This design comes from an exercise in tuning for small area and a short achievable clock period on the open sky130 flow, not from production work.
In this exercise RTL edits were held to simulation tests only and were not proved equivalent to the original.

[flow/design.v]
`timescale 1ns / 1ps
module encrypter_top(
    input             clk,
    input      [0:79] data_in,
    input      [0:63] master_key,
    input      [0:63] baby_key,
    output reg [0:79] data_out,
    output reg [0:7]  crc
    );
    reg  [0:79] data_q;
    reg  [0:63] master_q;
    reg  [0:63] baby_q;
    wire [0:79] data_c;
    wire [0:7]  crc_c;
    encrypter core (
        .data_in(data_q),
        .master_key(master_q),
        .baby_key(baby_q),
        .data_out(data_c),
        .crc(crc_c)
    );
    always @(posedge clk) begin
        data_q   <= data_in;
        master_q <= master_key;
        baby_q   <= baby_key;
        data_out <= data_c;
        crc      <= crc_c;
    end
endmodule

`timescale 1ns / 1ps
module CRC(
    input  [0:79] data_in,
    output [0:7]  crc
);
    localparam [7:0] POLY = 8'b01010101;
    wire [7:0] crc_chain [0:80];
    assign crc_chain[0] = 8'b0;
    genvar k;
    generate
        for (k = 0; k < 80; k = k + 1) begin : CRC_LOOP
            wire msb = crc_chain[k][7];
            wire msb_xor = data_in[k] ^ crc_chain[k][7];
            assign crc_chain[k+1] = msb ? ((crc_chain[k] << 1) | data_in[k]) ^ POLY : ((crc_chain[k] << 1) | data_in[k]);
        end
    endgenerate
    assign crc = crc_chain[80];
endmodule
`timescale 1ns / 1ps
module key_creation(
    input [0:63] master_key,
    input [0:63] baby_key,
    output [0:63] final_key
    );
    assign final_key[0:7] = (master_key[0:7] > baby_key[0:7])? master_key[0:7]:baby_key[0:7];
    assign final_key[8:15] = (master_key[8:15] > baby_key[8:15])? master_key[8:15]:baby_key[8:15];
    assign final_key[16:23] = (master_key[16:23] > baby_key[16:23])? master_key[16:23]:baby_key[16:23];
    assign final_key[24:31] = (master_key[24:31] > baby_key[24:31])? master_key[24:31]:baby_key[24:31];
    assign final_key[32:39] = (master_key[32:39] > baby_key[32:39])? master_key[32:39]:baby_key[32:39];
    assign final_key[40:47] = (master_key[40:47] > baby_key[40:47])? master_key[40:47]:baby_key[40:47];
    assign final_key[48:55] = (master_key[48:55] > baby_key[48:55])? master_key[48:55]:baby_key[48:55];
    assign final_key[56:63] = (master_key[56:63] > baby_key[56:63])? master_key[56:63]:baby_key[56:63];
endmodule
`timescale 1ns / 1ps
module bit_level_mixing_encode(
    input  [0:79] data_in,
    input  [0:63] final_key,
    output [0:79] data_out
);
    assign data_out[0:7]   = (data_in[0:7]   >> (final_key[0:7]   & 3'b111)) | (data_in[0:7]   << (8 - (final_key[0:7]   & 3'b111)));
    assign data_out[8:15]  = (data_in[8:15]  >> (final_key[8:15]  & 3'b111)) | (data_in[8:15]  << (8 - (final_key[8:15]  & 3'b111)));
    assign data_out[16:23] = (data_in[16:23] >> (final_key[16:23] & 3'b111)) | (data_in[16:23] << (8 - (final_key[16:23] & 3'b111)));
    assign data_out[24:31] = (data_in[24:31] >> (final_key[24:31] & 3'b111)) | (data_in[24:31] << (8 - (final_key[24:31] & 3'b111)));
    assign data_out[32:39] = (data_in[32:39] >> (final_key[32:39] & 3'b111)) | (data_in[32:39] << (8 - (final_key[32:39] & 3'b111)));
    assign data_out[40:47] = (data_in[40:47] >> (final_key[40:47] & 3'b111)) | (data_in[40:47] << (8 - (final_key[40:47] & 3'b111)));
    assign data_out[48:55] = (data_in[48:55] >> (final_key[48:55] & 3'b111)) | (data_in[48:55] << (8 - (final_key[48:55] & 3'b111)));
    assign data_out[56:63] = (data_in[56:63] >> (final_key[56:63] & 3'b111)) | (data_in[56:63] << (8 - (final_key[56:63] & 3'b111)));
    assign data_out[64:71] = (data_in[64:71] >> (final_key[0:7]   & 3'b111)) | (data_in[64:71] << (8 - (final_key[0:7]   & 3'b111)));
    assign data_out[72:79] = (data_in[72:79] >> (final_key[8:15]  & 3'b111)) | (data_in[72:79] << (8 - (final_key[8:15]  & 3'b111)));
endmodule
`timescale 1ns / 1ps
module shift_encoding(
    input  [0:79] data_in,
    input  [0:63] final_key,
    output [0:79] data_out
);
    wire [3:0] start;
    assign start = (final_key[0:7]   + final_key[8:15]  + 
                    final_key[16:23] + final_key[24:31] + 
                    final_key[32:39] + final_key[40:47] + 
                    final_key[48:55] + final_key[56:63]) % 10;
    wire [7:0] raw_step = final_key[0:7];
    wire [7:0] step_odd  = (raw_step[0] == 1'b0) ? raw_step + 1 : raw_step; 
    wire [7:0] step      = (step_odd % 5 == 0) ? step_odd + 2 : step_odd;  
    wire [0:7] bytes_in[0:9];
    genvar i;
    generate
        for (i=0; i<10; i=i+1) begin
            assign bytes_in[i] = data_in[8*i +: 8]; 
        end
    endgenerate
    wire [3:0] idx[0:9];
    genvar j;
    generate
        for (j=0; j<10; j=j+1) begin 
            wire [7:0] tmp = start + j*step;
            assign idx[j] = tmp % 10;  
        end
    endgenerate
    reg [0:79] data_out_reg;
    integer k;
    always @(*) begin
        data_out_reg = 80'b0;
        for (k=0; k<10; k=k+1) begin
            case(idx[k])
                0: data_out_reg[0:7]    = bytes_in[k];
                1: data_out_reg[8:15]   = bytes_in[k];
                2: data_out_reg[16:23]  = bytes_in[k];
                3: data_out_reg[24:31]  = bytes_in[k];
                4: data_out_reg[32:39]  = bytes_in[k];
                5: data_out_reg[40:47]  = bytes_in[k];
                6: data_out_reg[48:55]  = bytes_in[k];
                7: data_out_reg[56:63]  = bytes_in[k];
                8: data_out_reg[64:71]  = bytes_in[k];
                9: data_out_reg[72:79]  = bytes_in[k];
            endcase
        end
    end
    assign data_out = data_out_reg;
endmodule
`timescale 1ns / 1ps
module xor_encoding(
        input [0:79] data_in,
        input [0:63] final_key,
        output [0:79] data_out
    );
    assign data_out[0:7] = data_in[0:7] ^ final_key[0:7];
    assign data_out[8:15] = data_in[8:15] ^ final_key[8:15];
    assign data_out[16:23] = data_in[16:23] ^ final_key[16:23];
    assign data_out[24:31] = data_in[24:31] ^ final_key[24:31];
    assign data_out[32:39] = data_in[32:39] ^ final_key[32:39];
    assign data_out[40:47] = data_in[40:47] ^ final_key[40:47];
    assign data_out[48:55] = data_in[48:55] ^ final_key[48:55];
    assign data_out[56:63] = data_in[56:63] ^ final_key[56:63];
    assign data_out[64:71] = data_in[64:71] ^ final_key[0:7];
    assign data_out[72:79] = data_in[72:79] ^ final_key[8:15];    
endmodule
`timescale 1ns / 1ps
module encrypter(
    input [0:79] data_in,
    input [0:63] master_key,
    input [0:63] baby_key,
    output [0:79] data_out,
    output [0:7] crc
    );
    wire [0:63] final_key;
    wire [0:79] stage_1_in = data_in;
    wire [0:79] stage_1_out;
    CRC stage_crc( .data_in(stage_1_in), .crc(crc));
    key_creation creat_key( .master_key(master_key), .baby_key(baby_key), .final_key(final_key) );
    bit_level_mixing_encode stage_1( .data_in(stage_1_in), .data_out(stage_1_out), .final_key(final_key));
    wire [0:79] stage_2_out;
    shift_encoding stage_2( .data_in(stage_1_out), .final_key(final_key), .data_out(stage_2_out));
    xor_encoding stage_3( .data_in(stage_2_out), .final_key(final_key), .data_out(data_out));
endmodule
[flow/run.sh]
#!/bin/bash
# synth_recipe.tcl (not shown) runs the flow's synth.tcl, then flattens the netlist and writes it again
# the make line also repeats each setting of config.mk as NAME=value (left out here)
make -C /OpenROAD-flow-scripts/flow DESIGN_CONFIG=/design/flow/config.mk WORK_HOME=/design/flow/orfs CLKGATE_MAP_FILE= SYNTH_SCRIPT=/design/flow/synth_recipe.tcl finish
[flow/config.mk]
export PLATFORM = sky130hd
export DESIGN_NAME = encrypter_top
export DESIGN_NICKNAME = encrypter_top
export VERILOG_FILES = /design/flow/design.v
export SDC_FILE = /design/flow/constraint.sdc
export NUM_CORES = 4
export LEC_CHECK = 0
export CAP_MARGIN = 20
export CORE_MARGIN = 2
export CORE_UTILIZATION = 40
export SLEW_MARGIN = 20
[flow/constraint.sdc]
create_clock -name core_clock -period 22.0 [get_ports {clk}]
set_input_delay 4.4000 -clock core_clock [delete_from_list [all_inputs] [get_ports {clk}]]
set_output_delay 4.4000 -clock core_clock [all_outputs]
set_load 0.01 [all_outputs]
==> flow_metrics.tcl <==
set metrics [dict create \
    outcome "timing/DRC/antenna clean" \
    yosys.area.top_type "dfxtp_1" \
    dieWidth_um 316.8 \
    reg2reg_slack_ps 1030 \
    crit_top_cell "inv_1" \
    crit_buf_inv 11 \
    synth_top_cells_by_count "nor2_1, nand2_1, a21oi_1" \
    clkLatencyLatePin_ps 620 \
    cp_top_family "compound AO/OA/AOI/OAI gates" \
    synth_seq_area_share 0.1514 \
    htreeDepth 1 \
    synth_most_common_cell "nor2_1" \
    tritoncts "built" \
    r2r_start "baby_q[14]" \
    routabilityCongestion 1.088 \
    grt_pass1_wl_um 262700 \
    synthesis.nets 5746 \
    rr_worst_depth 80 \
    worstMarginPinSlew_ps 1280 \
    wl_um 182100 \
    die-area_mm2 0.1004 \
    cts-root-buf "clkbuf_16" \
    wl_per_cell_um 26.50 \
    min_from "baby_q[24]" \
    synthTopCellsByArea "dfxtp_1, ha_1, xnor2_1" \
    synth_top_area_frac 0.1514 \
    hold_path_depth 2 \
    critPathKind "flip-flop to flip-flop" \
    hold_viol_final 0 \
    detail-route-antenna-nets 0 \
    place_hpwl_um 143900 \
    ys_seq_elements 296 \
    numCtsBuffers 31 \
    avgViaCountPerCell 6.566 \
    setup_viol 0 \
    placed_area_mm2 0.04422 \
    initial_utilization 0.4042 \
    num_vias 45124 \
    whs_endpoint "data_out[24]" \
    antenna_found_initial 5 \
    fin_crit_ps 20970 \
    synth.avg_cell_area_um2 7.426 \
    synth_cells 5271 \
    grt_max_degree 56 \
    maxSlewViolCount 0 \
    critPathRequiredTime_ps 22480 \
    multiInputGateArea_mm2 0.03157 \
    async_reset_ff_frac 0 \
    utilization 0.4748 \
    nFillCells 9630 \
    fin_skew_ps 24.73 \
    cap_violations 0 \
    cp_slowest_cell "fa_1" \
    synthesis.area_mm2 0.03914 \
    numPortBuffers 296 \
    core-area_mm2 0.09685 \
    critPathArrivalTime_ps 21450 \
    dr.pass1.iters 9 \
    period_share 0.9530 \
    synthFlopType "dfxtp_1" \
    num_rows 114 \
    maxSlewHeadroom 0.1400 \
    grt-ovfl-total 0 \
    first_iter_violations 6209 \
    first_global_vias 41107 \
    dieHeight_um 316.8 \
    hp-class "flip-flop to flip-flop" \
    synth_edf_count 0 \
    seqCellArea_mm2 0.005926 \
    nets 6039 \
    synthToLayoutAreaGrowth_pct 17.47 \
    fmax_mhz 47.69 \
    clockBufferDepth 3 \
    instances_no_fill 6872 \
    critPathCaptureType "flip-flop" \
    ioPinCount 297 \
    slowest_delay_ps 660 \
    cp_max_fo 20 \
    crit_start "baby_q[14]" \
    yosysUniqueCellTypes 144 \
    drc_errors 0 \
    yosys_warnings 3 \
    final.setup.tns_ps 0 \
    place_inst 6785 \
    r2r_end "data_out[72]" \
    final_area_mm2 0.04598 \
    drive_gt1_frac 0.1100 \
    path_clk_slew_ps 80 \
    cts.sinks 296 \
    start_kind "flip-flop" \
    grt_usage 0.3424 \
]
[layout by cell type, fill, tap and decap left out, types with 36 or more instances in the layout]
cell type	synthesis	routed
xor2_1	55	55
nand3_1	179	177
or2_2	44	44
clkdlybuf4s50_1	0	296
a21o_1	61	61
ha_1	209	208
a22oi_1	55	49
o221ai_1	49	49
a211oi_1	96	91
buf_4	3	209
a211o_1	46	46
o21ai_0	250	240
a31oi_1	68	68
nand2b_1	63	62
nand4_1	36	36
o21a_1	51	50
nor2_1	482	475
a21oi_1	352	338
xnor2_1	247	242
dfxtp_1	296	296
or3_1	55	54
mux2_2	44	44
o31ai_1	48	44
nand2_1	420	418
and2_1	55	55
nor2b_1	37	37
nor3_1	167	160
fa_1	57	57
inv_1	281	280
o22ai_1	161	157
mux2i_1	163	157
o211ai_1	91	91
o21ai_1	49	54
and3_1	48	47
[area by class of cell]
type / instances / area share
Clock inverter: 18 / 0.005714
Tap cell: 1276 / 0.03472
Multi-Input combinational cell: 4415 / 0.6866
Timing Repair Buffer: 507 / 0.09924
Sequential cell: 296 / 0.1289
Antenna cell: 7 / 0.0003809
Inverter: 313 / 0.02577
Clock buffer: 40 / 0.01869
[what timing repair did]
action,in CTS,in global routing
setup buffers,2,20
hold buffers,0,0
setup endpoints to repair,34,80
pin swaps,1,16
resized for setup,6,84
endpoints found under the hold margin,0,0
[layer usage]
layer	routed length [µm]	part of all wire	global-route usage
met1	75790	0.42	0.4656
met2	78250	0.43	0.5193
met3	19850	0.11	0.08445
met4	8119	0.045	0.1305
met5	112	0.00062	0.005208
[cells by family (layout without fill, tap and decap cells)]
| group | after synthesis | in the layout | synth area share |
|---|---|---|---|
| other cells | 0 | 7 | 0 |
| flops | 296 | 296 | 0.1514 |
| mux | 225 | 225 | 0.06243 |
| fa+ha+maj | 276 | 276 | 0.09851 |
| compound gates | 1870 | 1870 | 0.3429 |
| xor+xnor | 312 | 312 | 0.07310 |
| simple gates | 1732 | 1732 | 0.2154 |
| buf+inv | 560 | 878 | 0.05629 |
[how the worst max path moves through the flow]
stage / to / slack (ps) / depth (start not counted)
global route: data_out[37] / -50 / 87
detailed placement: data_out[33] / -420 / 81
CTS: data_out[60] / 80 / 78
floorplan: data_out[56] / 1720 / 93
global placement: data_out[33] / -230 / 81
finish: data_out[72] / 1030 / 80
[metrics by stage]
step | hold WS (ps) | worst slack (ps)
after floorplan | 558.5 | 1723
after global placement | 625.6 | -229.6
after detailed placement | 646.4 | -422.8
after CTS | 666.4 | 82.76
after global routing | 696.3 | -53.92
final | 658.2 | 1033
[worst reg2reg max path, delay by kind of cell, from the launching register on]
kind                       cells  cell delay, ps
xor gates and xnor gates       5            1280
and+or+nand+nor               22            5680
AOI/OAI and AO/OA             29            6950
adders and majority gates     11            4530
buffers and inverters         11            1430
muxes                          2             680
DFF                            1             340

## afterwards: timing with drivers on the ports
No port has a modelled driver above. Below, the same layout with a new extraction and two added sets of constraints.
Step 1 (the two cells are an assumption about what drives the block):
set clk [get_ports {clk}]
set_driving_cell -lib_cell sky130_fd_sc_hd__clkbuf_16 $clk
set_driving_cell -lib_cell sky130_fd_sc_hd__buf_2 [delete_from_list [all_inputs] $clk]
Step 2 also shifts input and output timing later by t, the mid clock arrival at the registers, as if the neighbouring blocks saw the same clock.
a / b / c = ideal / step 1 / step 2; a / b = the first two.
t (ns): 0.678
slack for setup (ns): 1.033 / 1.033 / 1.033
worst setup path after step 2: register to register
worst register clock-pin slew, ns: 0.09 / 0.09
worst slew at a driven data input, ns: 0.07
After both steps this run still meets setup and hold. For this run, drivers alone change the setup slack by 0.000 ns; drivers and shift together by 0.000 ns.
